Context: an optimization exercise on an open-source flow, tuned for small area. The choices shown serve that exercise and are no tape-out recipe.
Function was checked by simulation only, so behaviour that the tests miss may differ from the original.
Power and IR drop assume default switching activity.

<file path="flow/config.mk">
export PLATFORM = sky130hd
export DESIGN_NAME = exception_handler
export DESIGN_NICKNAME = exception_handler
export VERILOG_FILES = /design/flow/design.v
export SDC_FILE = /design/flow/constraint.sdc
export NUM_CORES = 4
export LEC_CHECK = 0
export CAP_MARGIN = 20
export CORE_MARGIN = 2
export CORE_UTILIZATION = 40
export SLEW_MARGIN = 20
export SYNTH_HIERARCHICAL = 1
export SYNTH_MINIMUM_KEEP_SIZE = 0
</file>
<file path="flow/constraint.sdc">
create_clock -name core_clock -period 8.0 [get_ports {clock_i}]
set_input_delay 1.6000 -clock core_clock [delete_from_list [all_inputs] [get_ports {clock_i}]]
set_output_delay 1.6000 -clock core_clock [all_outputs]
set_load 0.01 [all_outputs]
</file>
<file path="flow/design.v">
package riscv_pkg;
    localparam XLEN = 64;
endpackage
package riscv_privileged_pkg;
    localparam MXLEN            = 64;
    localparam BOOT_ADDRESS     = 63'h100;
    typedef enum logic [1:0]
    {
        XLEN_32     = 2'd1,
        XLEN_64     = 2'd2,
        XLEN_128    = 2'd3
    } mxl_t;
    typedef enum logic [25:0]
    {
        A  = 26'h1,
        B  = 26'h2,
        C  = 26'h4,
        D  = 26'h8,
        E  = 26'h10,
        F  = 26'h20,
        G  = 26'h40,           
        H  = 26'h80,
        I  = 26'h100,          
        J  = 26'h200,          
        K  = 26'h400,          
        L  = 26'h800,          
        M  = 26'h1000,
        N  = 26'h2000,
        O  = 26'h4000,         
        P  = 26'h8000,
        Q  = 26'h10000,
        R  = 26'h20000,        
        S  = 26'h40000,
        T  = 26'h80000,        
        U  = 26'h100000,
        V  = 26'h200000,
        W  = 26'h400000,       
        X  = 26'h800000,
        Y  = 26'h1000000,      
        Z  = 26'h2000000       
    } extensions_t;
    typedef struct packed
    {
        logic           sd;
        logic [24:0]    wpri_4;
        logic           mbe;
        logic           sbe;
        logic [1:0]     sxl;
        logic [1:0]     uxl;
        logic [8:0]     wpri_3;
        logic           tsr;
        logic           tw;
        logic           tvm;
        logic           mxr;
        logic           sum;
        logic           mprv;
        logic [1:0]     xs;
        logic [1:0]     fs;
        logic [1:0]     mpp;
        logic [1:0]     vs;
        logic           spp;
        logic           mpie;
        logic           ube;
        logic           spie;
        logic           wpri_2;
        logic           mie;
        logic           wpri_1;
        logic           sie;
        logic           wpri_0;
    } mstatus_t;
    typedef struct packed
    {
        logic [1:0]     mxl;
        logic [35:0]    zero;
        logic [25:0]    extensions;
    } misa_t;
    typedef logic [63:0]        medeleg_t;
    typedef logic [MXLEN - 1:0] mideleg_t;
    typedef struct packed {
        logic [47:0]    non_standard;
        logic [1:0]     zero_7;
        logic           lcofie;
        logic           zero_6;
        logic           meie;
        logic           zero_5;
        logic           seie;
        logic           zero_4;
        logic           mtie;
        logic           zero_3;
        logic           stie;
        logic           zero_2;
        logic           msie;
        logic           zero_1;
        logic           ssie;
        logic           zero_0;
    } mie_t;
    typedef struct packed
    {
        logic [61:0]    base;
        logic [1:0]     mode;
    } mtvec_t;
    typedef enum logic [1:0]
    {
        DIRECT      = 2'd0,
        VECTORED    = 2'd1
    } mtvec_mode_t;
    typedef struct packed
    {
        logic hpm31;
        logic hpm30;
        logic hpm29;
        logic hpm28;
        logic hpm27;
        logic hpm26;
        logic hpm25;
        logic hpm24;
        logic hpm23;
        logic hpm22;
        logic hpm21;
        logic hpm20;
        logic hpm19;
        logic hpm18;
        logic hpm17;
        logic hpm16;
        logic hpm15;
        logic hpm14;
        logic hpm13;
        logic hpm12;
        logic hpm11;
        logic hpm10;
        logic hpm9;
        logic hpm8;
        logic hpm7;
        logic hpm6;
        logic hpm5;
        logic hpm4;
        logic hpm3;
        logic ir;
        logic tm;
        logic cy;
    } mcounteren_t;
    typedef struct packed {
        logic [25:0]    wpri_1;
        logic           mbe;
        logic           sbe;
        logic [3:0]     wpri_0;
    } mstatush_t;
    typedef logic [MXLEN - 1:0] medelegh_t;  
    typedef logic [MXLEN - 1:0] mscratch_t;
    typedef logic [MXLEN - 1:0] mepc_t;
    typedef struct packed {
        logic           interrupt;
        logic [62:0]    exception_code;
    } mcause_t;
    typedef logic [MXLEN - 1:0] mtval_t;
    typedef struct packed {
        logic [47:0]    non_standard;
        logic [1:0]     zero_7;
        logic           lcofip;
        logic           zero_6;
        logic           meip;
        logic           zero_5;
        logic           seip;
        logic           zero_4;
        logic           mtip;
        logic           zero_3;
        logic           stip;
        logic           zero_2;
        logic           msip;
        logic           zero_1;
        logic           ssip;
        logic           zero_0;
    } mip_t;
    typedef logic [MXLEN - 1:0] mtinst_t;
    typedef logic [MXLEN - 1:0] mtval2_t;
    typedef logic [MXLEN - 1:0] mcycle_t;
    typedef logic [MXLEN - 1:0] minstret_t;
    typedef logic [MXLEN - 1:0] mhpmcounter_t;
    typedef enum logic [MXLEN - 2:0]
    {
        SUPERVISOR_SOFTWARE_INTERRUPT   = 63'd1,
        MACHINE_SOFTWARE_INTERRUPT      = 63'd3,
        SUPERVISOR_TIMER_INTERRUPT      = 63'd5,
        MACHINE_TIMER_INTERRUPT         = 63'd7,
        SUPERVISOR_EXTERNAL_INTERRUPT   = 63'd9,
        MACHINE_EXTERNAL_INTERRUPT      = 63'd11,
        COUNTER_OVERFLOW_INTERRUPT      = 63'd13
    } asynchronous_exception_code_t;
    typedef enum logic [MXLEN - 2:0]
    {   
        INSTRUCTION_ADDRESS_MISALIGNED  = 63'd0,
        INSTRUCTION_ACCESS_FAULT        = 63'd1,
        ILLEGAL_INSTRUCTION             = 63'd2,
        BREAKPOINT                      = 63'd3,
        LOAD_ADDRESS_MISALIGNED         = 63'd4,
        LOAD_ACCESS_FAULT               = 63'd5,
        STORE_AMO_ADDRESS_MISALIGNED    = 63'd6,
        STORE_AMO_ACCESS_FAULT          = 63'd7,
        ENVIRONMENT_CALL_FROM_U_MODE    = 63'd8,
        ENVIRONMENT_CALL_FROM_S_MODE    = 63'd9,
        ENVIRONMENT_CALL_FROM_M_MODE    = 63'd11,
        INSTRUCTION_PAGE_FAULT          = 63'd12,
        LOAD_PAGE_FAULT                 = 63'd13,
        STORE_AMO_PAGE_FAULT            = 63'd15,
        SOFTWARE_CHECK                  = 63'd18,
        HARDWARE_ERROR                  = 63'd19
    } synchronous_exception_code_t;
    typedef logic [MXLEN - 1:0] exception_code_t;
    typedef struct packed
    {
        logic               interrupt;
        exception_code_t    exception_code;
    } csr_exception_cause_t;
    typedef enum logic [1:0]
    {
        USER        = 2'b00,
        SUPERVISOR  = 2'b01,
        RESERVED    = 2'b10,
        MACHINE     = 2'b11
    } privilege_level_t;
    typedef enum logic [1:0]
    {
        OFF     = 2'b00,
        INITIAL = 2'b01,
        CLEAN   = 2'b10,
        DIRTY   = 2'b11
    } extension_status_t;
    typedef enum logic [11:0]
    {
        CSR_MSTATUS         = 12'h300,
        CSR_MISA            = 12'h301,
        CSR_MEDELEG         = 12'h302,
        CSR_MIDELEG         = 12'h303,
        CSR_MIE             = 12'h304,
        CSR_MTVEC           = 12'h305,
        CSR_MCOUNTEREN      = 12'h306,
        CSR_MSCRATCH        = 12'h340,
        CSR_MEPC            = 12'h341,
        CSR_MCAUSE          = 12'h342,
        CSR_MTVAL           = 12'h343,
        CSR_MIP             = 12'h344,
        CSR_MTINST          = 12'h34A,
        CSR_MTVAL2          = 12'h34B,
        CSR_MCYCLE           = 12'hB00,
        CSR_MINSTRET         = 12'hB02,
        CSR_MHPMCOUNTER_3    = 12'hB03,
        CSR_MHPMCOUNTER_4    = 12'hB04,
        CSR_MHPMCOUNTER_5    = 12'hB05,
        CSR_MHPMCOUNTER_6    = 12'hB06,
        CSR_MHPMCOUNTER_7    = 12'hB07,
        CSR_MHPMCOUNTER_8    = 12'hB08,
        CSR_MHPMCOUNTER_9    = 12'hB09,
        CSR_MHPMCOUNTER_10   = 12'hB0A,
        CSR_MHPMCOUNTER_11   = 12'hB0B,
        CSR_MHPMCOUNTER_12   = 12'hB0C,
        CSR_MHPMCOUNTER_13   = 12'hB0D,
        CSR_MHPMCOUNTER_14   = 12'hB0E,
        CSR_MHPMCOUNTER_15   = 12'hB0F,
        CSR_MHPMCOUNTER_16   = 12'hB10,
        CSR_MHPMCOUNTER_17   = 12'hB11,
        CSR_MHPMCOUNTER_18   = 12'hB12,
        CSR_MHPMCOUNTER_19   = 12'hB13,
        CSR_MHPMCOUNTER_20   = 12'hB14,
        CSR_MHPMCOUNTER_21   = 12'hB15,
        CSR_MHPMCOUNTER_22   = 12'hB16,
        CSR_MHPMCOUNTER_23   = 12'hB17,
        CSR_MHPMCOUNTER_24   = 12'hB18,
        CSR_MHPMCOUNTER_25   = 12'hB19,
        CSR_MHPMCOUNTER_26   = 12'hB1A,
        CSR_MHPMCOUNTER_27   = 12'hB1B,
        CSR_MHPMCOUNTER_28   = 12'hB1C,
        CSR_MHPMCOUNTER_29   = 12'hB1D,
        CSR_MHPMCOUNTER_30   = 12'hB1E,
        CSR_MHPMCOUNTER_31   = 12'hB1F
    } csr_allocation_t;
    typedef enum logic [3:0]
    {
        WRITE_AND_READ  = 4'b0001,
        SET_AND_READ    = 4'b0010,
        CLEAR_AND_READ  = 4'b0011,
        READ_ONLY       = 4'b0101,
        WRITE_ONLY      = 4'b1000
    } csr_command_t;
    typedef struct packed
    {
        logic [1:0]         read_write_access;
        privilege_level_t   minimum_privilege_level;
        logic [7:0]         physical_address;
    } csr_address_t;
endpackage
module exception_handler
(
    input logic                             clock_i,
    input logic                             reset_ni,
    input logic [riscv_pkg::XLEN - 1:0]                pc_i,
    input riscv_privileged_pkg::csr_address_t                     csr_address_i,
    input riscv_privileged_pkg::csr_command_t                     csr_command_i,
    input logic [riscv_privileged_pkg::MXLEN - 1:0]               csr_write_data_i,
    input logic                             csr_exception_i,
    input riscv_privileged_pkg::csr_exception_cause_t             csr_exception_cause_i,
    input logic [riscv_pkg::XLEN - 1:0]                csr_exception_pc_i,
    input logic                             timer_interrupt_i,
    input logic                             instruction_retired_i,
    input logic                             mret_i,
    output logic [riscv_privileged_pkg::MXLEN - 1:0]              csr_read_data_o,
    output logic                            csr_read_data_valid_o,
    output logic [riscv_pkg::XLEN - 1:0]               trap_pc_o,
    output logic                            flush_pipeline_o
);
    logic [11:0] a;
    assign a = csr_address_i;
    logic hi30, hi34;
    assign hi30 = (a[11:4] == 8'h30);
    assign hi34 = (a[11:4] == 8'h34);
    logic a300, a301, a304, a305, a306, a340, a341, a342, a343, a344, a34a, a34b;
    assign a300 = hi30 & (a[3:0] == 4'h0);
    assign a301 = hi30 & (a[3:0] == 4'h1);
    assign a304 = hi30 & (a[3:0] == 4'h4);
    assign a305 = hi30 & (a[3:0] == 4'h5);
    assign a306 = hi30 & (a[3:0] == 4'h6);
    assign a340 = hi34 & (a[3:0] == 4'h0);
    assign a341 = hi34 & (a[3:0] == 4'h1);
    assign a342 = hi34 & (a[3:0] == 4'h2);
    assign a343 = hi34 & (a[3:0] == 4'h3);
    assign a344 = hi34 & (a[3:0] == 4'h4);
    assign a34a = hi34 & (a[3:0] == 4'hA);
    assign a34b = hi34 & (a[3:0] == 4'hB);
    logic exists;
    assign exists = (hi30 & (a[3:0] <= 4'h6)) | (hi34 & ((a[3:0] <= 4'h4) | (a[3:1] == 3'b101)));
    logic rd_cmd, wr_cmd, rd_en, wr_en, xwr;
    assign rd_cmd = (csr_command_i == 4'b0001) | (csr_command_i == 4'b0101);
    assign wr_cmd = (csr_command_i == 4'b0001) | (csr_command_i == 4'b1000);
    assign rd_en  = rd_cmd & exists;
    assign wr_en  = wr_cmd & exists;
    assign xwr    = csr_exception_i & wr_en;
    logic mie_b, mpie_b, mpp_b;           
    logic [2:0] mie_r;                    
    logic [2:0] mip_r;                    
    logic mcause_b;                       
    logic v_mtvec, v_mcounteren, v_mscratch, v_mepc, v_mtval, v_mtinst, v_mtval2;
    logic [63:0] mtvec_n, mscratch_n, mepc_n, mtval_n, mtinst_n, mtval2_n;
    logic [31:0] mcounteren_n;
    logic [63:0] mtvec_d, mscratch_d, mepc_d, mtval_d, mtinst_d, mtval2_d;
    logic [31:0] mcounteren_d;
    logic trap;
    assign trap = mie_b & mip_r[1] & mie_r[1];
    logic we_mtvec, we_mcounteren, we_mscratch, we_mie, we_mip, we_mtinst, we_mtval2;
    assign we_mtvec      = wr_en & a305;
    assign we_mcounteren = wr_en & a306;
    assign we_mscratch   = wr_en & a340;
    assign we_mie        = wr_en & a304;
    assign we_mip        = xwr & a344;
    assign we_mtinst     = xwr & a34a;
    assign we_mtval2     = xwr & a34b;
    logic [64:0] cause;
    assign cause = csr_exception_cause_i;
    logic cause_small, c_wdata, c_epc;
    assign cause_small = (cause[64:4] == 61'd0);
    assign c_wdata = cause_small & (cause[3:0] == 4'd0 || cause[3:0] == 4'd4 || cause[3:0] == 4'd5 ||
                                    cause[3:0] == 4'd6 || cause[3:0] == 4'd7 || cause[3:0] == 4'd12 ||
                                    cause[3:0] == 4'd15);
    assign c_epc = cause_small & (cause[3:0] == 4'd3);
    logic en_w, en_e;
    assign en_w = xwr & c_wdata;
    assign en_e = xwr & c_epc;
    for (genvar i = 0; i < 64; i++) begin : g_next
        eh_hold_n u_mtvec    (.we(we_mtvec), .we_h(we_mtvec),    .d(csr_write_data_i[i]), .qn(mtvec_n[i]),    .dn(mtvec_d[i]));
        eh_hold_n u_mscratch (.we(we_mscratch), .we_h(we_mscratch), .d(csr_write_data_i[i]), .qn(mscratch_n[i]), .dn(mscratch_d[i]));
        eh_hold_n u_mepc     (.we(trap), .we_h(trap),        .d(pc_i[i]),             .qn(mepc_n[i]),     .dn(mepc_d[i]));
        eh_hold_n u_mtinst   (.we(we_mtinst), .we_h(we_mtinst),   .d(csr_write_data_i[i]), .qn(mtinst_n[i]),   .dn(mtinst_d[i]));
        eh_hold_n u_mtval2   (.we(we_mtval2), .we_h(we_mtval2),   .d(csr_write_data_i[i]), .qn(mtval2_n[i]),   .dn(mtval2_d[i]));
        eh_mtval_n u_mtval   (.ew(en_w), .wd(csr_write_data_i[i]), .ee(en_e), .ed(csr_exception_pc_i[i]),
                              .we(xwr), .qn(mtval_n[i]), .dn(mtval_d[i]));
    end
    for (genvar i = 0; i < 32; i++) begin : g_next_cnt
        eh_hold_n u_mcounteren (.we(we_mcounteren), .we_h(we_mcounteren), .d(csr_write_data_i[i]), .qn(mcounteren_n[i]), .dn(mcounteren_d[i]));
    end
    always_ff @(posedge clock_i, negedge reset_ni)
        if (!reset_ni) begin
            mie_b <= 1'b0; mpie_b <= 1'b0; mpp_b <= 1'b0;
            mie_r <= 3'b0; mip_r <= 3'b0; mcause_b <= 1'b0;
            v_mtvec <= 1'b0; v_mcounteren <= 1'b0; v_mscratch <= 1'b0; v_mepc <= 1'b0;
            v_mtval <= 1'b0; v_mtinst <= 1'b0; v_mtval2 <= 1'b0;
        end else begin
            if (trap) begin
                mpp_b <= 1'b1; mpie_b <= mie_b; mie_b <= 1'b0;
            end else if (mret_i) begin
                mpp_b <= 1'b1; mpie_b <= 1'b0; mie_b <= mpie_b;
            end else if (wr_en & a300)
                mie_b <= csr_write_data_i[3];
            if (we_mie) mie_r <= {csr_write_data_i[11], csr_write_data_i[7], csr_write_data_i[3]};
            if (we_mip) mip_r <= {csr_write_data_i[11], csr_write_data_i[7], csr_write_data_i[3]};
            if (timer_interrupt_i) mcause_b <= 1'b1;
            if (we_mtvec)      v_mtvec <= 1'b1;
            if (we_mcounteren) v_mcounteren <= 1'b1;
            if (we_mscratch)   v_mscratch <= 1'b1;
            if (trap)          v_mepc <= 1'b1;
            if (xwr)           v_mtval <= 1'b1;
            if (we_mtinst)     v_mtinst <= 1'b1;
            if (we_mtval2)     v_mtval2 <= 1'b1;
        end
    always_ff @(posedge clock_i) begin
        mtvec_n      <= mtvec_d;
        mcounteren_n <= mcounteren_d;
        mscratch_n   <= mscratch_d;
        mepc_n       <= mepc_d;
        mtval_n      <= mtval_d;
        mtinst_n     <= mtinst_d;
        mtval2_n     <= mtval2_d;
    end
    logic s_mstatus, s_misa, s_mie, s_mtvec0, s_mcause, s_mip;
    assign s_mstatus    = rd_en & a300;
    assign s_misa       = rd_en & a301;
    assign s_mie        = rd_en & a304;
    assign s_mtvec0     = rd_en & a305 & ~v_mtvec;
    assign s_mcause     = rd_en & a342 & mcause_b;
    assign s_mip        = rd_en & a344;
    logic sn_mtvec, sn_mcounteren, sn_mscratch, sn_mepc, sn_mtval, sn_mtinst, sn_mtval2;
    assign sn_mtvec      = ~(rd_en & a305 & v_mtvec);
    assign sn_mcounteren = ~(rd_en & a306 & v_mcounteren);
    assign sn_mscratch   = ~(rd_en & a340 & v_mscratch);
    assign sn_mepc       = ~(rd_en & a341 & v_mepc);
    assign sn_mtval      = ~(rd_en & a343 & v_mtval);
    assign sn_mtinst     = ~(rd_en & a34a & v_mtinst);
    assign sn_mtval2     = ~(rd_en & a34b & v_mtval2);
    logic [63:0] rd_small;
    always_comb begin
        rd_small = 64'd0;
        rd_small[3]  = (s_mstatus & mie_b) | (s_mie & mie_r[0]) | (s_mip & mip_r[0]);
        rd_small[7]  = (s_mstatus & mpie_b) | (s_mie & mie_r[1]) | (s_mip & mip_r[1]);
        rd_small[11] = (s_mstatus & mpp_b) | (s_mie & mie_r[2]) | (s_mip & mip_r[2]);
        rd_small[12] = s_mstatus & mpp_b;
        rd_small[63] = s_misa | s_mcause;
        rd_small[8]  = s_misa;
        rd_small[2:0] = {3{s_mcause}};
        rd_small[10] = s_mtvec0;
    end
    logic [63:0] rd_wide;
    for (genvar i = 0; i < 32; i++) begin : g_rd_lo
        eh_rd7n u_rd (
            .sn({sn_mtvec, sn_mscratch, sn_mepc, sn_mtval, sn_mtinst, sn_mtval2, sn_mcounteren}),
            .qn({mtvec_n[i], mscratch_n[i], mepc_n[i], mtval_n[i], mtinst_n[i], mtval2_n[i], mcounteren_n[i]}),
            .y(rd_wide[i]));
    end
    for (genvar i = 32; i < 64; i++) begin : g_rd_hi
        eh_rd6n u_rd (
            .sn({sn_mtvec, sn_mscratch, sn_mepc, sn_mtval, sn_mtinst, sn_mtval2}),
            .qn({mtvec_n[i], mscratch_n[i], mepc_n[i], mtval_n[i], mtinst_n[i], mtval2_n[i]}),
            .y(rd_wide[i]));
    end
    assign csr_read_data_o = rd_small | rd_wide;
    assign csr_read_data_valid_o = exists;
    assign flush_pipeline_o = trap & instruction_retired_i;
    logic vec, code7;
    assign vec   = v_mtvec & (mtvec_n[1:0] == 2'b10);    
    assign code7 = vec & (timer_interrupt_i | mcause_b);
    logic tn;
    assign tn = ~trap;
    logic [63:0] inc_g;
    logic [15:0] blk_c;    
    logic [14:0] blk_p;    
    assign blk_c[0] = 1'b1;
    for (genvar k = 0; k < 15; k++) begin : g_inc
        eh_inc4 u_inc (.p(pc_i[4*k+2 +: 4]), .c(blk_c[k]), .t(trap), .o(inc_g[4*k+2 +: 4]), .g(blk_p[k]));
        assign blk_c[k+1] = blk_c[k] & blk_p[k];
    end
    assign inc_g[62] = tn & (pc_i[62] ^ blk_c[15]);
    assign inc_g[63] = tn & (pc_i[63] ^ (blk_c[15] & pc_i[62]));
    assign inc_g[1:0] = {2{tn}} & pc_i[1:0];
    assign trap_pc_o = inc_g | {55'd0, trap, 3'b000, {3{trap & code7}}, 2'b00};
endmodule
module eh_hold_n (input logic we, input logic we_h, input logic d, input logic qn, output logic dn);
    assign dn = ~((we & d) | (~we_h & ~qn));
endmodule
module eh_mtval_n (input logic ew, input logic wd, input logic ee, input logic ed,
                   input logic we, input logic qn, output logic dn);
    logic h;
    eh_nor2 u_h (.a(we), .b(qn), .y(h));
    eh_aoi221 u_d (.a1(ew), .a2(wd), .b1(ee), .b2(ed), .c(h), .y(dn));
endmodule
module eh_nor2 (input logic a, b, output logic y);
    assign y = ~(a | b);
endmodule
module eh_aoi221 (input logic a1, a2, b1, b2, c, output logic y);
    assign y = ~((a1 & a2) | (b1 & b2) | c);
endmodule
module eh_rd7n (input logic [6:0] sn, input logic [6:0] qn, output logic y);
    logic n0, n1, n2;
    eh_oai22 u0 (.a1(sn[0]), .a2(qn[0]), .b1(sn[1]), .b2(qn[1]), .y(n0));
    eh_oai22 u1 (.a1(sn[2]), .a2(qn[2]), .b1(sn[3]), .b2(qn[3]), .y(n1));
    eh_oai22 u2 (.a1(sn[4]), .a2(qn[4]), .b1(sn[5]), .b2(qn[5]), .y(n2));
    assign y = n0 | n1 | n2 | ~(sn[6] | qn[6]);
endmodule
module eh_rd6n (input logic [5:0] sn, input logic [5:0] qn, output logic y);
    logic n0, n1, n2;
    eh_oai22 u0 (.a1(sn[0]), .a2(qn[0]), .b1(sn[1]), .b2(qn[1]), .y(n0));
    eh_oai22 u1 (.a1(sn[2]), .a2(qn[2]), .b1(sn[3]), .b2(qn[3]), .y(n1));
    eh_oai22 u2 (.a1(sn[4]), .a2(qn[4]), .b1(sn[5]), .b2(qn[5]), .y(n2));
    assign y = n0 | n1 | n2;
endmodule
module eh_oai22 (input logic a1, a2, b1, b2, output logic y);
    assign y = ~((a1 | a2) & (b1 | b2));
endmodule
module eh_inc4 (input logic [3:0] p, input logic c, input logic t, output logic [3:0] o, output logic g);
    logic n1, n2, n3, x0, x1, x2, x3;
    eh_nand2 u_n1 (.a(c), .b(p[0]), .y(n1));                         
    eh_nand3 u_n2 (.a(c), .b(p[0]), .c(p[1]), .y(n2));               
    eh_nand4 u_n3 (.a(c), .b(p[0]), .c(p[1]), .d(p[2]), .y(n3));     
    eh_xnor2 u_x0 (.a(p[0]), .b(c),  .y(x0));                        
    eh_xor2  u_x1 (.a(p[1]), .b(n1), .y(x1));                        
    eh_xor2  u_x2 (.a(p[2]), .b(n2), .y(x2));
    eh_xor2  u_x3 (.a(p[3]), .b(n3), .y(x3));
    eh_nor2  u_o0 (.a(t), .b(x0), .y(o[0]));
    eh_nor2  u_o1 (.a(t), .b(x1), .y(o[1]));
    eh_nor2  u_o2 (.a(t), .b(x2), .y(o[2]));
    eh_nor2  u_o3 (.a(t), .b(x3), .y(o[3]));
    assign g = &p;
endmodule
module eh_nand2 (input logic a, b, output logic y);
    assign y = ~(a & b);
endmodule
module eh_nand3 (input logic a, b, c, output logic y);
    assign y = ~(a & b & c);
endmodule
module eh_nand4 (input logic a, b, c, d, output logic y);
    assign y = ~(a & b & c & d);
endmodule
module eh_xor2 (input logic a, b, output logic y);
    assign y = a ^ b;
endmodule
module eh_xnor2 (input logic a, b, output logic y);
    assign y = ~(a ^ b);
endmodule
</file>
<file path="flow/flow/run.sh">
#!/bin/bash
# The standard layout (standard.sh: the standard synthesis and ORFS flow) with three
# changes: combinational cells are set to their smallest size before floorplan
# (flow/downsize.tcl; repair sizes up what timing needs), the port buffers are plain buf_1
# cells, and the clock tree uses clkbuf_8 cells in larger within 50 um, without dummy loads.
# All output goes to standard_flow.log here (ORFS keeps each step's own log under orfs/logs/).
set -euo pipefail
export PRE_FLOORPLAN_TCL="$PWD/flow/downsize.tcl"
export BUFFER_PORTS_ARGS="-buffer_cell sky130_fd_sc_hd__buf_1"
export CTS_ARGS="-sink_clustering_enable -repair_clock_nets -buf_list sky130_fd_sc_hd__clkbuf_8 -dont_use_dummy_load -sink_clustering_size 12 -sink_clustering_max_diameter 50"
bash standard.sh > standard_flow.log 2>&1
</file>
<file path="flow/flow/downsize.tcl">
# Sourced by ORFS at the start of floorplan (PRE_FLOORPLAN_TCL), after the synthesized
# netlist is loaded: every combinational cell that synthesis gave a stronger drive than it
# needs is put back to the smallest cell of its family (same function). Timing repair later
# in the flow sizes up whatever the timing or slew needs. Flip-flops, buffers and inverters
# are left alone.
set db [ord::get_db]
set block [ord::get_db_block]
array set best {}
foreach m [concat {*}[lmap l [$db getLibs] {$l getMasters}]] {
  set n [$m getName]
  if {![regexp {^(sky130_fd_sc_hd__[a-z0-9]+)_([0-9]+)$} $n -> fam drv]} { continue }
  set a [expr {[$m getWidth] * [$m getHeight]}]
  if {[info exists ::env(DONT_USE_CELLS)] && [lsearch -exact $::env(DONT_USE_CELLS) $n] >= 0} { continue }
  if {![info exists best($fam)] || $a < [lindex $best($fam) 1] || ($a == [lindex $best($fam) 1] && $drv > [lindex $best($fam) 2])} {
    set best($fam) [list $n $a $drv]
  }
}
set count 0
foreach inst [$block getInsts] {
  set m [$inst getMaster]
  set n [$m getName]
  if {![regexp {^(sky130_fd_sc_hd__[a-z0-9]+)_([0-9]+)$} $n -> fam drv]} { continue }
  if {[regexp {buf|inv|df|dl|sdf|edf|conb|tap|fill|decap} $fam]} { continue }
  if {![info exists best($fam)]} { continue }
  set a [expr {[$m getWidth] * [$m getHeight]}]
  if {[lindex $best($fam) 1] < $a} {
    replace_cell [$inst getName] [lindex $best($fam) 0]
    incr count
  }
}
puts "downsize.tcl: $count cells set to the smallest size of their family"
</file>
<file path="flow/standard.sh">
#!/bin/bash
# synth_recipe.tcl (not shown) runs the flow's synth.tcl, then flattens the netlist and writes it again
# the make line also repeats each setting of config.mk as NAME=value (left out here)
make -C /OpenROAD-flow-scripts/flow DESIGN_CONFIG=/design/flow/config.mk WORK_HOME=/design/flow/orfs CLKGATE_MAP_FILE= SYNTH_SCRIPT=/design/flow/synth_recipe.tcl "${@:-finish}"
</file>
==> results of run 1 <==
[sequential cells by signal, summed over array words and instances (netlist names), 3 cells and up]
signal and cells:
mtval_n 64, mcounteren_n 32, mip_r 3, mtval2_n 64, mie_r 3, mtinst_n 64
mscratch_n 64, mtvec_n 64, mepc_n 64
[how the worst min path moves through the flow]
stage	cells past startpoint	start	slack, ns	endpoint
floorplan	1	v_mepc	0.43	v_mepc
global placement	1	v_mtval2	0.47	v_mtval2
detailed placement	1	v_mtinst	0.47	v_mtinst
CTS	1	v_mtinst	0.49	v_mtinst
global route	1	mtinst_n[0]	0.50	mtinst_n[0]
finish	1	mtinst_n[0]	0.49	mtinst_n[0]
[worst max-delay path: stages]
cell and delay (ns):
buf_1 0.07, nor3_1 0.56, nand3_1 0.19, nor3_1 0.74, nand3_4 0.74, buf_4 0.50, o22ai_1 0.18, nor3_1 0.06
o21ai_1 0.13, buf_1 0.19
[layout make-up]
class,count,area (um2)
clock buffer,46,633
sequential,433,8750
inverter,9,38.8
timing repair buffer,431,1750
tap,539,674
multi-input combinational,1099,7800
fill,3988,22200
[metrics by stage]
step	area (um2)	power [mW]	setup slack, ns
CTS	19700	3.61	1.43
global route	19700	3.70	1.16
floorplan	17000	2.27	0.766
detailed placement	19000	2.39	1.45
global placement	19000	2.39	1.56
finish	19700	3.57	1.42
[cells in the final DEF, fill, tap and decap left out, types with 6 or more instances in the layout]
| cell type | n |
|---|---|
| nand2_1 | 25 |
| o21ai_1 | 32 |
| nor4_1 | 16 |
| inv_1 | 7 |
| o22ai_1 | 193 |
| xnor2_1 | 17 |
| dfrtp_1 | 17 |
| nor2_1 | 132 |
| nand3_1 | 20 |
| dfxtp_1 | 416 |
| and4_1 | 17 |
| xor2_1 | 45 |
| a2bb2oi_1 | 352 |
| mux2_2 | 6 |
| and2_1 | 12 |
| or3_1 | 37 |
| a221oi_1 | 65 |
| nand4_1 | 25 |
| nor3_1 | 38 |
| clkbuf_8 | 46 |
| buf_4 | 19 |
| or2_2 | 8 |
| buf_1 | 408 |
[report_power, final]
group          internal [mW]  switching, mW  total, mW
clock network          0.511          0.713       1.22
registers               2.16        0.00366       2.17
logic                 0.0616          0.115      0.177
[metal layers]
layer / track usage [%] / up-vias / wire, um
li1: - / 7243 / -
met1: 33.8 / 7137 / 25800
met2: 39.0 / 492 / 25100
met3: 3.91 / 78 / 3230
met4: 6.51 / 4 / 964
met5: 0 / - / 27
==> summary.md, run 1 <==
| Metric | Value |
|---|---|
| Critical path class | `in -> out` |
| Hold buffer count at cts | `0` |
| Wire per inst | `21.6 um` |
| Maximum fanout along the worst path | `46` |
| Lkg Pwr | `7.23 nW` |
| Placed insts | `2511` |
| First-pass DRT Iterations | `5` |
| Hold Path Class | `reg -> reg` |
| FF-to-FF Start | `mie_r[1]` |
| CTS tree | `done` |
| Total gr overflow | `0` |
| Number of post-CTS setup repair buffers | `0` |
| Die height | `210 um` |
| Dpl hpwl | `35.4 mm` |
| Via Count | `14954` |
| Layout cells sized above 1 | `around 5%` |
| Vias in the first global route | `14575` |
| Final core utilization | `47.0%` |
| Worst hold slack | `slightly below 0.5 ns` |
| DRC | `0` |
| Row Count | `75` |
| Nets | `between 2000 and 2500` |
| Gr usage total | `24.2%` |
| R2R setup slack | `5.73 ns` |
| Slew Viols, Final | `0` |
| Status | `complete, no violations` |
| Setup Skew | `0.0222 ns` |
| Final Cycle Share | `approximately 82%` |
| Via/cell ratio | `5.85` |
| # diodes | `0` |
| DRT antenna net count | `0` |
| Routability congestion estimate | `just under 0.9` |
| PwrDens | `181 nW/um2` |
| Worst r2r dst | `mepc_n[40]` |
| First-pass GRT wire length | `84.2 mm` |
| Htree depth | `2` |
| Clk pin slew, worst setup/hold paths | `0.05 ns` |
| Worst Reg-to-Reg Cells | `4` |
| Clock root buffer | `clkbuf_8` |
| CP arrival | `4.98 ns` |
| Initial Util | `40.4%` |
| Number of I/O port buffers | `408` |
| Setup crit end kind | `output port` |
| Slew headroom | `31.0%` |
| Post-CTS sizing | `0` |
| Total CTS buffers | `46` |
| Die width | `210 um` |
| Worst EP required | `6.40 ns` |
| Fin crit period | `6.58 ns` |
| Sink Count | `433` |
| Worst skew pair latency | `a little over 0.6 ns` |
| Antenna violations before repair | `2` |
| Synth warn | `7` |
| Largest net degree at the start of global routing | `159` |
| Drt initial violations | `891` |
| Achievable clock frequency | `0.152 GHz` |
| Placeable Area | `41900 um2` |
| Slew at the pin closest to its max-slew limit | `1.03 ns` |
| Clock Tree Buf Depth | `3` |
| Critical Path Start | `csr_address_i[5]` |
| Worst VDD drop | `0.0791 mV` |
| Setup-failing EPs final | `0` |
| Total Wirelength | `55.1 mm` |
| Num ports | `409` |
| End of the critical path | `csr_read_data_o[24]` |
| Fin cells | `2557` |
| Nature of the critical path startpoint | `primary input` |
| Setup TNS | `0 ns` |
| MaxCap Viol Count | `0` |
| RSZ-0062 raised after global routing | `no` |
| Synthesized instance count | `1601` |
| Fin. Hold Viols | `0` |
| DIE AREA | `approximately 44000 um2` |
==> run 2: changes to the inputs <==
--- a/flow/config.mk
+++ b/flow/config.mk
@@ -7,7 +7,7 @@
 export LEC_CHECK = 0
 export CAP_MARGIN = 20
 export CORE_MARGIN = 2
-export CORE_UTILIZATION = 40
+export CORE_UTILIZATION = 60
 export SLEW_MARGIN = 20
 export SYNTH_HIERARCHICAL = 1
 export SYNTH_MINIMUM_KEEP_SIZE = 0
==> run 2 against run 1 <==
Compared with the run above: still clean on timing, DRC and antenna; utilization grew 23 points; sequential cell count unchanged; die area down 33%; clock skew is 0.023 ns higher; total power decreased by 0.49%; critical path depth rose by 1; fmax rose by 0.10%; largest power group unchanged.
==> summary.md, run 2 <==
| Metric | Value |
|---|---|
| MaxCap Viol Count | `0` |
| CP dominant cell by count | `nor3_1` |
| Critical-path top delay cell | `nor3_1` |
| Gr usage total | `around a third` |
| Fin crit period | `6.58 ns` |
| Largest net degree at the start of global routing | `107` |
| Antenna violations before repair | `4` |
| Switching share of power | `22.9%` |
| Wire per inst | `21.3 um` |
| Sink Count | `433` |
| Synth warn | `7` |
| FF-to-FF Start | `mie_r[1]` |
| Status | `complete, no violations` |
| CTS tree | `done` |
| Worst r2r dst | `mepc_n[33]` |
| Dpl hpwl | `between 30 and 40 mm` |
| R2R setup slack | `~5.6 ns` |
| Htree depth | `2` |
| Footprint of the multi-input gates | `7800 um2` |
| Seq pwr share | `61.0%` |
| Number of post-CTS setup repair buffers | `0` |
| Maximum fanout along the worst path | `35` |
| Worst VDD drop | `0.161 mV` |
| Critical Path Start | `csr_address_i[5]` |
| RSZ-0062 raised after global routing | `no` |
| Clock root buffer | `clkbuf_8` |
| Achievable clock frequency | `0.152 GHz` |
| Slew at the pin closest to its max-slew limit | `0.974 ns` |
| Post-CTS sizing | `0` |
| Critical path cell sequence | `buf_1 > nor3_1 > nand3_1 > nor3_1 > nand3_4 > buf_4 > o22ai_1 > nor3_1 > o21ai_1 > or2_2 > buf_1` |
| Placement Setup Slack | `1.56 ns` |
| Seq. cell area | `8750 um2` |
| Vias in the first global route | `about 14000` |
| Hold Path Class | `reg -> reg` |
| Internal power | `2.73 mW` |
| Worst skew pair latency | `0.57 ns` |
| Synthesized instance count | `roughly 1600` |
| End of the critical path | `csr_read_data_o[0]` |
| Layout cells sized above 1 | `slightly above 5%` |
| Initial Util | `60.9%` |
| Hold buffer count at cts | `0` |
| Via/cell ratio | `6.41` |
| Fin cells | `2407` |
| Fill count | `2224` |
| Post-route worst setup slack | `1.42 ns` |
| Routability congestion estimate | `about 0.93` |
| DRC | `0` |
| Die width | `172 um` |
| DRT antenna net count | `0` |
| Nets | `2306` |
| Setup crit end kind | `output port` |
| Slew Viols, Final | `0` |
| Setup Skew | `approximately 0.045 ns` |
| Setup TNS | `0 ns` |
| Die height | `about 170 um` |
| Fin. Hold Viols | `0` |
| Drt initial violations | `between 1000 and 1500` |
| Slew headroom | `35.0%` |
| Setup-failing EPs final | `0` |
| Final Cycle Share | `between 80% and 90%` |
| Via Count | `between 15000 and 20000` |
| Number of I/O port buffers | `between 400 and 500` |
| Total Wirelength | `51.3 mm` |
| Num ports | `a little over 400` |
| Worst EP required | `~6.4 ns` |
| Lkg Pwr | `around 7.3 nW` |
| Combinational power share | `under 10%` |
| CP max stage delay | `0.76 ns` |
| Clock Tree Buf Depth | `3` |
| Worst Reg-to-Reg Cells | `4` |
| Clk pwr share | `34.1%` |
| Placeable Area | `27800 um2` |
| DIE AREA | `roughly 30000 um2` |
| Commonest non-fill, non-tap cell in the layout | `dfxtp_1` |
| First-pass GRT wire length | `77.6 mm` |
| First-pass DRT Iterations | `7` |
| Total gr overflow | `0` |
| CP arrival | `approximately 5.0 ns` |
| PwrDens | `182 nW/um2` |
| Sw Pwr | `814 uW` |
| Critical path class | `in -> out` |
| Placed insts | `around 2400` |
| Clk pin slew, worst setup/hold paths | `0.06 ns` |
| Row Count | `61` |
| Commonest non-fill, non-tap cells in the layout | `dfxtp_1, buf_1, a2bb2oi_1` |
| Nature of the critical path startpoint | `primary input` |
| Total CTS buffers | `46` |
-- run 2: power groups by stage --
stage | Combinational [mW] | Clock [mW] | Sequential [mW]
after global routing | 0.192 | 1.31 | 2.17
after detailed placement | 0.171 | 0 | 2.21
final | 0.175 | 1.21 | 2.17
after global placement | 0.169 | 0 | 2.21
after floorplan | 0.0538 | 0 | 2.21
after CTS | 0.172 | 1.22 | 2.17
-- run 2: worst min path at each step --
stage,cells past startpoint,start,end
floorplan,1,v_mepc,v_mepc
global placement,1,v_mtval2,v_mtval2
detailed placement,1,v_mcounteren,v_mcounteren
CTS,1,v_mcounteren,v_mcounteren
global route,1,mtvec_n[39],mtvec_n[39]
finish,1,v_mcounteren,v_mcounteren
-- run 2: final cells by class --
cell class	count	share of cell area, %
antenna	5	0.0642
tap	378	2.43
multi-input combinational	1099	40.0
timing repair buffer	437	9.11
clock buffer	46	3.25
sequential	433	44.9
inverter	9	0.199
-- run 2: metal layers --
metal / vias to the layer above / wire length, um / GRT usage [%]
met3: 101 / 4190 / 5.54
met1: 7280 / 22300 / 46.2
met2: 742 / 23200 / 52.1
li1: 7298 / - / -
met4: 0 / 1580 / 14.2
met5: - / 0 / 0
-- run 2: stage by stage --
stage | utilization, % | total power [mW] | hold WS, ns | area (um2)
after floorplan | - | 2.27 | 0.434 | 17000
after global placement | 67.7 | 2.38 | 0.458 | 18800
after detailed placement | 67.7 | 2.39 | 0.462 | 18800
after CTS | 70.0 | 3.56 | 0.479 | 19400
after global routing | 70.1 | 3.67 | 0.494 | 19500
final | 70.1 | 3.55 | 0.474 | 19500
-- run 2: worst max-delay path: cells and delay by family --
kind                   cells  cell delay (ns)
AOI/OAI and AO/OA          2             0.30
buffers and inverters      3             0.70
and+or+nand+nor            6             2.32
==> run 3: changes to the inputs <==
--- a/flow/flow/run.sh
+++ b/flow/flow/run.sh
@@ -7,5 +7,5 @@
 set -euo pipefail
 export PRE_FLOORPLAN_TCL="$PWD/flow/downsize.tcl"
 export BUFFER_PORTS_ARGS="-buffer_cell sky130_fd_sc_hd__buf_1"
-export CTS_ARGS="-sink_clustering_enable -repair_clock_nets -buf_list sky130_fd_sc_hd__clkbuf_8 -dont_use_dummy_load -sink_clustering_size 12 -sink_clustering_max_diameter 50"
+export CTS_ARGS="-sink_clustering_enable -repair_clock_nets -buf_list sky130_fd_sc_hd__clkbuf_8 -dont_use_dummy_load -sink_clustering_size 20 -sink_clustering_max_diameter 70"
 bash standard.sh > standard_flow.log 2>&1
--- a/flow/config.mk
+++ b/flow/config.mk
@@ -7,7 +7,7 @@
 export LEC_CHECK = 0
 export CAP_MARGIN = 20
 export CORE_MARGIN = 2
-export CORE_UTILIZATION = 60
+export CORE_UTILIZATION = 40
 export SLEW_MARGIN = 20
 export SYNTH_HIERARCHICAL = 1
 export SYNTH_MINIMUM_KEEP_SIZE = 0
==> run 3 against run 2 <==
Compared with the run above: clock skew hardly changed; sequential cell count is the same; critical path depth decreased by 1; utilization decreased by 24 points; routed wire length rose by 6.5%; synthesized cell count unchanged; combinational power about the same; die area is 49% higher; fmax decreased by 0.11%; highest routed layer is now met5.
==> summary.md, run 3 <==
| Metric | Value |
|---|---|
| Status | `complete, no violations` |
| Antenna violations before repair | `1` |
| Worst EP required | `6.40 ns` |
| Slew Viols, Final | `0` |
| Htree depth | `1` |
| Post-CTS sizing | `0` |
| Hold Path Class | `reg -> reg` |
| Synthesized instance count | `around 1600` |
| Maximum fanout along the worst path | `46` |
| First-pass DRT Iterations | `5` |
| Setup TNS | `0 ns` |
| Via Count | `14921` |
| Number of I/O port buffers | `408` |
| Die height | `210 um` |
| Dpl hpwl | `35.4 mm` |
| Row Count | `75` |
| Initial Util | `40.4%` |
| Num ports | `roughly 400` |
| Setup crit end kind | `output port` |
| CP arrival | `around 5 ns` |
| # diodes | `0` |
| Placed Area | `19000 um2` |
| Routability congestion estimate | `0.871` |
| Clock Tree Buf Depth | `3` |
| Slew headroom | `31.3%` |
| Final core utilization | `46.3%` |
| Number of post-CTS setup repair buffers | `0` |
| Largest net degree at the start of global routing | `159` |
| Vias in the first global route | `14365` |
| Critical-path top delay cell | `nor3_1` |
| Worst skew pair latency | `~0.63 ns` |
| Clock root buffer | `clkbuf_8` |
| Clk pin slew, worst setup/hold paths | `0.08 ns` |
| MaxCap Viol Count | `0` |
| Commonest non-fill, non-tap cells in the layout | `dfxtp_1, buf_1, a2bb2oi_1` |
| First-pass GRT wire length | `83.5 mm` |
| Hold buffer count at cts | `0` |
| Via/cell ratio | `5.88` |
| Gr usage total | `a little under a quarter` |
| Nets | `2281` |
| Layout cells sized above 1 | `roughly 4%` |
| Total Wirelength | `54.6 mm` |
| RSZ-0062 raised after global routing | `no` |
| Total gr overflow | `0` |
| CP dominant cell by count | `nor3_1` |
| Sink Count | `433` |
| Setup Skew | `0.0447 ns` |
| Finished Cell Area | `19400 um2` |
| Worst Reg-to-Reg Cells | `4` |
| Die width | `210 um` |
| Drt initial violations | `between 900 and 1000` |
| Total CTS buffers | `27` |
| Achievable clock frequency | `between 0.15 and 0.2 GHz` |
| Commonest non-fill, non-tap cell in the layout | `dfxtp_1` |
| PwrDens | `170 nW/um2` |
| Worst hold path depth | `1` |
| Critical path class | `in -> out` |
| Fin. Hold Viols | `0` |
| DRT antenna net count | `0` |
| DIE AREA | `44000 um2` |
| CTS tree | `done` |
| Critical path cell sequence | `buf_1 > nor3_1 > nand3_1 > nor3_1 > nand3_4 > buf_4 > o22ai_1 > nor3_1 > o21ai_1 > buf_1` |
| Placeable Area | `41900 um2` |
| Lkg Pwr | `7.09 nW` |
| Final Cycle Share | `between 80 and 90%` |
| Setup-failing EPs final | `0` |
| Worst VDD drop | `about 0.090 mV` |
| Synth warn | `7` |
| DRC | `0` |
| Fin crit period | `roughly 6.6 ns` |
| Wire per inst | `21.5 um` |
| CP max stage delay | `0.74 ns` |
| Nature of the critical path startpoint | `primary input` |
| Slew at the pin closest to its max-slew limit | `1.03 ns` |
==> run 3: final timing paths <==
check / start / slack, ns / end
worst max-delay path: csr_address_i[5] / 1.42 / csr_read_data_o[24]
worst max register to register: mie_b / 5.73 / mepc_n[40]
max in group asynchronous: reset_ni / 6.26 / mip_r[2]
worst min register to register: mtinst_n[0] / 0.49 / mtinst_n[0]
min in group asynchronous: reset_ni / 1.13 / v_mcounteren
worst min-delay path: mtinst_n[0] / 0.49 / mtinst_n[0]
==> run 3: worst max-delay path, delay by kind of cell <==
kind                   cells  cell delay (ns)
AND/OR/NAND/NOR            5             2.29
AO/OA/AOI/OAI              2             0.31
buffers and inverters      3             0.76
==> run 3: where the power goes <==
part / internal [mW] / switching, mW / total [mW]
Clock: 0.304 / 0.656 / 0.959
Sequential: 2.16 / 0.00365 / 2.17
Combinational: 0.0616 / 0.115 / 0.177
==> run 3: per-layer routing <==
metal | up-vias | part of all wire, % | GRT usage (%)
met2 | 517 | 46 | 38.8
met4 | 2 | 1.6 | 5.23
li1 | 7195 | - | -
met5 | - | 0.024 | 0
met3 | 61 | 5.6 | 3.17
met1 | 7146 | 47 | 33.8
==> run 3: layout make-up <==
cell class              count  area, um2
clock buffers              27        372
fillers                  4004      22500
inverters                   9       38.8
multi-input cells        1099       7800
flip-flops and latches    433       8750
well taps                 539        674
repair buffers            431       1750
==> run 3: through the flow <==
stage                     total power [mW]  worst slack [ns]  cells  hold slack, ns
after floorplan                       2.27             0.766   1604           0.434
after global placement                2.39              1.56   2510           0.465
after global routing                  3.43              1.16   2538           0.501
final                                 3.30              1.42   2538           0.492
after CTS                             3.33              1.43   2538           0.491
after detailed placement              2.39              1.45   2511           0.466
==> run 4: changes to the inputs <==
--- a/flow/flow/run.sh
+++ b/flow/flow/run.sh
@@ -7,5 +7,5 @@
 set -euo pipefail
 export PRE_FLOORPLAN_TCL="$PWD/flow/downsize.tcl"
 export BUFFER_PORTS_ARGS="-buffer_cell sky130_fd_sc_hd__buf_1"
-export CTS_ARGS="-sink_clustering_enable -repair_clock_nets -buf_list sky130_fd_sc_hd__clkbuf_8 -dont_use_dummy_load -sink_clustering_size 20 -sink_clustering_max_diameter 70"
+export CTS_ARGS="-sink_clustering_enable -repair_clock_nets -buf_list sky130_fd_sc_hd__clkbuf_8 -dont_use_dummy_load -sink_clustering_size 15 -sink_clustering_max_diameter 60"
 bash standard.sh > standard_flow.log 2>&1
==> run 4 against run 3 <==
Compared with the run above: clock-buffer cell count is 11 higher; register-to-register slack barely moved; sequential share of layout area fell by 0.35 points; final cell count is 0.43% higher; setup slack lost 0.0015 ns; largest power group unchanged; via count is 0.78% higher; die area stayed put; largest cell class unchanged; critical path depth stayed put.
==> summary.md, run 4 <==
| Metric | Value |
|---|---|
| R2R setup slack | `5.72 ns` |
| Hold buffer count at cts | `0` |
| Slew at the pin closest to its max-slew limit | `1.04 ns` |
| Routability congestion estimate | `0.871` |
| Status | `complete, no violations` |
| CP arrival | `4.98 ns` |
| Setup-failing EPs final | `0` |
| Commonest non-fill, non-tap cells in the layout | `dfxtp_1, buf_1, a2bb2oi_1` |
| Nets | `2292` |
| Hold Startpoint | `mtvec_n[55]` |
| First-pass GRT wire length | `83.6 mm` |
| Fill count | `4000` |
| Initial Util | `40.4%` |
| Layout cells sized above 1 | `roughly 4.5%` |
| Vias in the first global route | `14450` |
| Worst Reg-to-Reg Cells | `4` |
| Setup TNS | `0 ns` |
| Worst hold path depth | `1` |
| First-pass DRT Iterations | `5` |
| DIE AREA | `44000 um2` |
| Post-route worst setup slack | `1.42 ns` |
| Worst VDD drop | `0.111 mV` |
| Synth warn | `7` |
| Slew headroom | `30.9%` |
| Final Cycle Share | `82.3%` |
| Post-CTS sizing | `0` |
| Gr usage total | `24.0%` |
| Commonest non-fill, non-tap cell in the layout | `dfxtp_1` |
| Setup crit end kind | `output port` |
| Worst hold slack | `0.490 ns` |
| Hold path endpoint | `mtvec_n[55]` |
| Htree depth | `2` |
| Clock root buffer | `clkbuf_8` |
| Number of I/O port buffers | `408` |
| Fin. Hold Viols | `0` |
| Clock Tree Buf Depth | `3` |
| Placeable Area | `41900 um2` |
| Wire per inst | `21.5 um` |
| Worst r2r dst | `mepc_n[40]` |
| Setup Skew | `0.0417 ns` |
| Row Count | `75` |
| Final core utilization | `46.7%` |
| Hold Path Class | `reg -> reg` |
| Placement Setup Slack | `1.45 ns` |
| Largest net degree at the start of global routing | `159` |
| Via/cell ratio | `just under 6` |
| Die width | `210 um` |
| Total gr overflow | `0` |
| Via Count | `about 15000` |
| CTS tree | `done` |
| DRT antenna net count | `0` |
| Sink Count | `433` |
| Slew Viols, Final | `0` |
| Worst skew pair latency | `0.58 ns` |
| FF-to-FF Start | `mie_r[1]` |
| Clk pin slew, worst setup/hold paths | `roughly 0.06 ns` |
| # diodes | `0` |
| Number of post-CTS setup repair buffers | `0` |
| Maximum fanout along the worst path | `46` |
| PwrDens | `between 150 and 200 nW/um2` |
| Nature of the critical path startpoint | `primary input` |
| Num ports | `a little over 400` |
| Achievable clock frequency | `0.152 GHz` |
| Critical path class | `in -> out` |
| MaxCap Viol Count | `0` |
| DRC | `0` |
| Lkg Pwr | `7.17 nW` |
| Total Wirelength | `roughly 55 mm` |
| RSZ-0062 raised after global routing | `no` |
| Synthesized instance count | `1601` |
| Antenna violations before repair | `1` |
| Fin crit period | `6.58 ns` |
| Total CTS buffers | `38` |
| Drt initial violations | `988` |
| Die height | `210 um` |
| Worst EP required | `6.40 ns` |
| Dpl hpwl | `35.4 mm` |
[run 4: critical path: stages]
cell	delay, ns
buf_1	0.07
nor3_1	0.56
nand3_1	0.19
nor3_1	0.74
nand3_4	0.73
buf_4	0.50
o22ai_1	0.21
nor3_1	0.07
o21ai_1	0.11
buf_1	0.17
[run 4: final cells by class]
class	count	area, um2	area share (%)
Multi-Input combinational cell	1099	7800	39.9
Timing Repair Buffer	431	1750	8.97
Inverter	9	38.8	0.198
Tap cell	539	674	3.45
Sequential cell	433	8750	44.8
Clock buffer	38	523	2.68
[run 4: worst max path at each step]
stage | slack (ns) | cells past startpoint | end | from
final | 1.42 | 10 | csr_read_data_o[16] | csr_address_i[5]
after global routing | 1.16 | 10 | csr_read_data_o[6] | csr_address_i[5]
after CTS | 1.43 | 10 | csr_read_data_o[16] | csr_address_i[5]
after detailed placement | 1.45 | 10 | csr_read_data_o[16] | csr_address_i[5]
after global placement | 1.56 | 10 | csr_read_data_o[16] | csr_address_i[5]
after floorplan | 0.77 | 7 | mtval2_n[0] | csr_address_i[6]
[run 4: power by group]
group | total, mW | leakage, nW | switching, mW | internal [mW]
Combinational | 0.177 | 3.33 | 0.115 | 0.0616
Clock | 1.12 | 0.273 | 0.688 | 0.427
Sequential | 2.17 | 3.57 | 0.00367 | 2.16
Total | 3.46 | 7.17 | 0.807 | 2.65
[run 4: per-layer routing]
layer  global-route usage [%]  share of wire, %
met1                     33.5                46
met2                     39.0                46
met3                     3.97               6.6
met4                     5.36               1.8
met5                        0             0.027
[run 4: stage by stage]
step	power (mW)	cell area, um2	cells
6_report	3.46	19500	2549
5_1_grt	3.58	19500	2549
4_1_cts	3.49	19500	2549
3_5_place_dp	2.39	19000	2511
3_3_place_gp	2.39	19000	2510
2_1_floorplan	2.27	17000	1604
==> run 5: changes to the inputs <==
--- a/flow/config.mk
+++ b/flow/config.mk
@@ -8,6 +8,7 @@
 export CAP_MARGIN = 20
 export CORE_MARGIN = 2
 export CORE_UTILIZATION = 40
+export PLACE_DENSITY = 0.85
 export SLEW_MARGIN = 20
 export SYNTH_HIERARCHICAL = 1
 export SYNTH_MINIMUM_KEEP_SIZE = 0
==> run 5 against run 4 <==
Compared with the run above: total power is 0.35% higher; sequential power hardly changed; setup slack worse by 0.072 ns; register-to-register slack worse by 0.06 ns; first-iteration DRC count is 27% higher; final cell count is 0.31% higher; routed wire length is 2.7% higher; critical endpoint is now csr_read_data_o[20].
==> summary.md, run 5 <==
| Metric | Value |
|---|---|
| Status | `complete, no violations` |
| Clock root buffer | `clkbuf_8` |
| First-pass DRT Iterations | `5` |
| Number of post-CTS setup repair buffers | `0` |
| Total CTS buffers | `38` |
| Achievable clock frequency | `about 0.15 GHz` |
| Fin. Hold Viols | `0` |
| Slew headroom | `29.2%` |
| CP arrival | `5.06 ns` |
| Nets | `approximately 2300` |
| Worst skew pair latency | `0.61 ns` |
| Sink Count | `433` |
| CTS tree | `done` |
| Vias in the first global route | `between 10000 and 15000` |
| Via Count | `15450` |
| Setup Skew | `0.0313 ns` |
| PwrDens | `178 nW/um2` |
| Placeable Area | `41900 um2` |
| Fin crit period | `6.66 ns` |
| Largest net degree at the start of global routing | `approximately 110` |
| Placed insts | `2511` |
| RSZ-0062 raised after global routing | `no` |
| Worst EP required | `6.40 ns` |
| Initial Util | `40.4%` |
| Dpl hpwl | `36.3 mm` |
| Post-CTS sizing | `0` |
| Clock Tree Buf Depth | `3` |
| Hold Path Class | `reg -> reg` |
| Layout cells sized above 1 | `4.53%` |
| DIE AREA | `about 44000 um2` |
| Antenna violations before repair | `8` |
| Row Count | `75` |
| Gr usage total | `24.8%` |
| Nature of the critical path startpoint | `primary input` |
| Wire per inst | `22.0 um` |
| Commonest non-fill, non-tap cell in the layout | `dfxtp_1` |
| Lkg Pwr | `7.16 nW` |
| Htree depth | `2` |
| Worst Reg-to-Reg Cells | `4` |
| Drt initial violations | `1259` |
| Commonest non-fill, non-tap cells in the layout | `dfxtp_1, buf_1, a2bb2oi_1` |
| First-pass GRT wire length | `85.5 mm` |
| DRC | `0` |
| Critical path class | `in -> out` |
| Clk pin slew, worst setup/hold paths | `0.05 ns` |
| Die width | `roughly 210 um` |
| DRT antenna net count | `0` |
| Worst VDD drop | `about 0.11 mV` |
| Setup crit end kind | `output port` |
| Hold buffer count at cts | `0` |
| Total Wirelength | `56.4 mm` |
| Setup TNS | `0 ns` |
| Setup-failing EPs final | `0` |
| Total gr overflow | `0` |
| Num ports | `409` |
| Final Cycle Share | `83.2%` |
| Via/cell ratio | `6.04` |
| Worst hold path depth | `1` |
| Slew Viols, Final | `0` |
| Number of I/O port buffers | `408` |
| Die height | `210 um` |
| MaxCap Viol Count | `0` |
| Maximum fanout along the worst path | `37` |
| Synth warn | `7` |
| Routability congestion estimate | `0.878` |
| Slew at the pin closest to its max-slew limit | `~1.1 ns` |
| Fin cells | `2557` |
| Synthesized instance count | `approximately 1600` |
[run 5: metrics by stage]
step	utilization, %	area [um2]	hold slack [ns]	worst slack [ns]	power [mW]
after global routing	46.6	19500	0.499	1.21	3.58
after floorplan	-	17000	0.434	0.766	2.27
final	46.7	19500	0.486	1.34	3.47
after CTS	46.6	19500	0.490	1.46	3.49
after global placement	45.4	19000	0.469	1.54	2.38
after detailed placement	45.4	19000	0.462	1.48	2.39
[run 5: cell type report]
cell class	instances	area (um2)
Antenna cell	8	20.0
Timing Repair Buffer	431	1720
Tap cell	539	674
Clock buffer	38	523
Inverter	9	38.8
Fill cell	3819	22300
Multi-Input combinational cell	1099	7800
Sequential cell	433	8750
[run 5: per-layer routing]
| metal | track usage [%] | wire (um) | vias up |
|---|---|---|---|
| met3 | 4.97 | 4370 | 100 |
| met5 | 0 | 13 | - |
| li1 | - | - | 7227 |
| met1 | 32.0 | 23800 | 7343 |
| met4 | 9.66 | 1820 | 2 |
| met2 | 40.8 | 26300 | 778 |
[run 5: worst paths after layout]
check | startpoint | to | slack, ns
max in group asynchronous | reset_ni | v_mepc | 6.26
hold / removal | mtval2_n[18] | mtval2_n[18] | 0.49
setup / recovery | csr_address_i[5] | csr_read_data_o[20] | 1.34
hold reg to reg | mtval2_n[18] | mtval2_n[18] | 0.49
setup reg to reg | mie_b | mepc_n[9] | 5.66
min in group asynchronous | reset_ni | mip_r[2] | 1.11
[run 5: worst max-delay path, cell delays in order]
cell,delay [ns]
buf_1,0.07
nor3_1,0.63
nand3_1,0.20
nor3_1,0.75
nand3_4,0.64
buf_4,0.49
o22ai_1,0.22
nor3_1,0.07
o21ai_1,0.14
buf_1,0.19
[run 5: report_power, final]
group,switching (mW),leakage (nW),total (mW),internal [mW]
registers,0.00401,3.57,2.17,2.16
clock network,0.697,0.273,1.12,0.427
logic,0.119,3.32,0.180,0.0617
==> run 6: changes to the inputs <==
--- a/flow/config.mk
+++ b/flow/config.mk
@@ -5,10 +5,9 @@
 export SDC_FILE = /design/flow/constraint.sdc
 export NUM_CORES = 4
 export LEC_CHECK = 0
-export CAP_MARGIN = 20
+export CAP_MARGIN = 0
 export CORE_MARGIN = 2
 export CORE_UTILIZATION = 40
-export PLACE_DENSITY = 0.85
-export SLEW_MARGIN = 20
+export SLEW_MARGIN = 0
 export SYNTH_HIERARCHICAL = 1
 export SYNTH_MINIMUM_KEEP_SIZE = 0
==> run 6 against run 5 <==
Compared with the run above: clock power is essentially flat; via count shrank 2.6%; clock-buffer cell count shrank 1; die area is the same.
==> summary.md, run 6 <==
| Metric | Value |
|---|---|
| Status | `complete, no violations` |
| DRC | `0` |
| Number of I/O port buffers | `408` |
| Routability congestion estimate | `0.871` |
| Num ports | `409` |
| Number of post-CTS setup repair buffers | `0` |
| Slew at the pin closest to its max-slew limit | `1.18 ns` |
| Row Count | `75` |
| Nets | `2290` |
| Antenna violations before repair | `1` |
| Worst hold path depth | `1` |
| Setup crit end kind | `output port` |
| Clock root buffer | `clkbuf_8` |
| First-pass DRT Iterations | `7` |
| Clk pin slew, worst setup/hold paths | `around 0.08 ns` |
| Drt initial violations | `971` |
| Largest net degree at the start of global routing | `159` |
| Worst VDD drop | `0.0863 mV` |
| Fin. Hold Viols | `0` |
| Synth warn | `7` |
| Critical-path top delay cell | `nor3_1` |
| Final core utilization | `46.6%` |
| Vias in the first global route | `14500` |
| CTS tree | `done` |
| Setup-failing EPs final | `0` |
| Synthesized instance count | `1601` |
| Gr usage total | `around a quarter` |
| Total gr overflow | `0` |
| CP arrival | `5.02 ns` |
| Fin cells | `2547` |
| First-pass GRT wire length | `~84 mm` |
| Fin crit period | `6.62 ns` |
| Die width | `210 um` |
| Via/cell ratio | `5.91` |
| Final Cycle Share | `82.7%` |
| Commonest non-fill, non-tap cells in the layout | `dfxtp_1, buf_1, a2bb2oi_1` |
| Worst Reg-to-Reg Cells | `4` |
| Critical path cell sequence | `buf_1 > nor2b_1 > nand3_1 > nor3_1 > nand3_4 > buf_4 > o22ai_1 > nor3_1 > o21ai_1 > buf_1` |
| Dpl hpwl | `35.2 mm` |
| Placement Setup Slack | `1.45 ns` |
| Commonest non-fill, non-tap cell in the layout | `dfxtp_1` |
| Total CTS buffers | `37` |
| CP max stage delay | `0.74 ns` |
| Die height | `210 um` |
| Worst hold slack | `0.488 ns` |
| Worst skew pair latency | `0.58 ns` |
| Slew Viols, Final | `0` |
| Placed Area | `19000 um2` |
| Wire per inst | `21.4 um` |
| Setup Skew | `0.0316 ns` |
| Total power | `3.44 mW` |
| MaxCap Viol Count | `0` |
| Sink Count | `433` |
| Slew headroom | `21.3%` |
| Lkg Pwr | `7.16 nW` |
| Via Count | `approximately 15000` |
| Nature of the critical path startpoint | `primary input` |
| DRT antenna net count | `0` |
| Layout cells sized above 1 | `4.43%` |
| # diodes | `0` |
| Hold Path Class | `reg -> reg` |
| Worst EP required | `6.40 ns` |
| Htree depth | `2` |
| Critical path class | `in -> out` |
| Clock Tree Buf Depth | `3` |
| Post-route worst setup slack | `1.38 ns` |
| RSZ-0062 raised after global routing | `no` |
| PwrDens | `176 nW/um2` |
| Maximum fanout along the worst path | `46` |
| Achievable clock frequency | `0.151 GHz` |
| DIE AREA | `44000 um2` |
| Setup TNS | `0 ns` |
| Initial Util | `between 40 and 50%` |
| Post-CTS sizing | `0` |
| Placeable Area | `between 40000 and 50000 um2` |
| Hold buffer count at cts | `0` |
| Finished Cell Area | `between 15000 and 20000 um2` |
| Total Wirelength | `about 55 mm` |
| Placed insts | `approximately 2500` |
[run 6: metal layers]
metal  GRT usage, %  share of wire, %  up-vias
li1               -                 -     7212
met1           33.9                46     7189
met2           38.5                45      571
met3           4.07               6.6       73
met4           5.84               2.0        2
met5              0             0.024        -
[run 6: cell type report]
| type | count | area (um2) |
|---|---|---|
| Clock buffer | 37 | 509 |
| Fill cell | 4028 | 22300 |
| Inverter | 9 | 38.8 |
| Multi-Input combinational cell | 1099 | 7800 |
| Sequential cell | 433 | 8750 |
| Tap cell | 539 | 674 |
| Timing Repair Buffer | 430 | 1730 |
[run 6: critical path, delay by kind of cell]
family	cells	cell delay, ns
AND/OR/NAND/NOR	5	1.91
buffers and inverters	3	1.11
AO/OA/AOI/OAI	2	0.30
[run 6: worst paths after layout]
| kind | startpoint | slack (ns) | end |
|---|---|---|---|
| worst max-delay path | csr_address_i[6] | 1.38 | csr_read_data_o[24] |
| worst min-delay path | v_mtinst | 0.49 | v_mtinst |
| worst max register to register | mie_r[1] | 5.71 | mepc_n[33] |
| worst min register to register | v_mtinst | 0.49 | v_mtinst |
| max in group asynchronous | reset_ni | 6.22 | mpp_b |
| min in group asynchronous | reset_ni | 1.16 | v_mcounteren |
[run 6: where the power goes]
group / internal (mW) / switching [mW] / total [mW]
logic: 0.0616 / 0.115 / 0.176
clock network: 0.416 / 0.684 / 1.10
registers: 2.16 / 0.00367 / 2.16

==> separate check: timing with driven ports <==
In the flow no input, the clock included, has a driving cell. The finished layouts below were timed again as built, in two steps.
Step 1 sets driving cells, clkbuf_16 on the clock port and buf_2 on the other inputs (assumed; they add their load-dependent delay and slew).
Step 2 also shifts input and output timing later by t, the mid clock arrival at the registers, as if the neighbouring blocks saw the same clock.
Slacks: ideal / step 1 / step 2; pairs: ideal / step 1.
run	shift t [ns]	setup WS [ns]	hold slack, ns	worst slew at a driven data input, ns
run 1	0.640	1.418 / 1.396 / 1.396	0.488 / 0.488 / 0.488	0.08
run 2	0.599	1.425 / 1.404 / 1.404	0.474 / 0.474 / 0.474	0.13
run 3	0.660	1.417 / 1.395 / 1.395	0.492 / 0.492 / 0.492	0.08
run 4	0.601	1.416 / 1.394 / 1.394	0.490 / 0.490 / 0.490	0.08
run 5	0.633	1.344 / 1.321 / 1.321	0.486 / 0.486 / 0.486	0.22
run 6	0.610	1.383 / 1.356 / 1.356	0.488 / 0.488 / 0.488	0.08
After both steps every run listed still meets setup and hold. For run 6, which loses most, drivers alone change the setup slack by -0.027 ns; drivers and shift together by -0.027 ns.
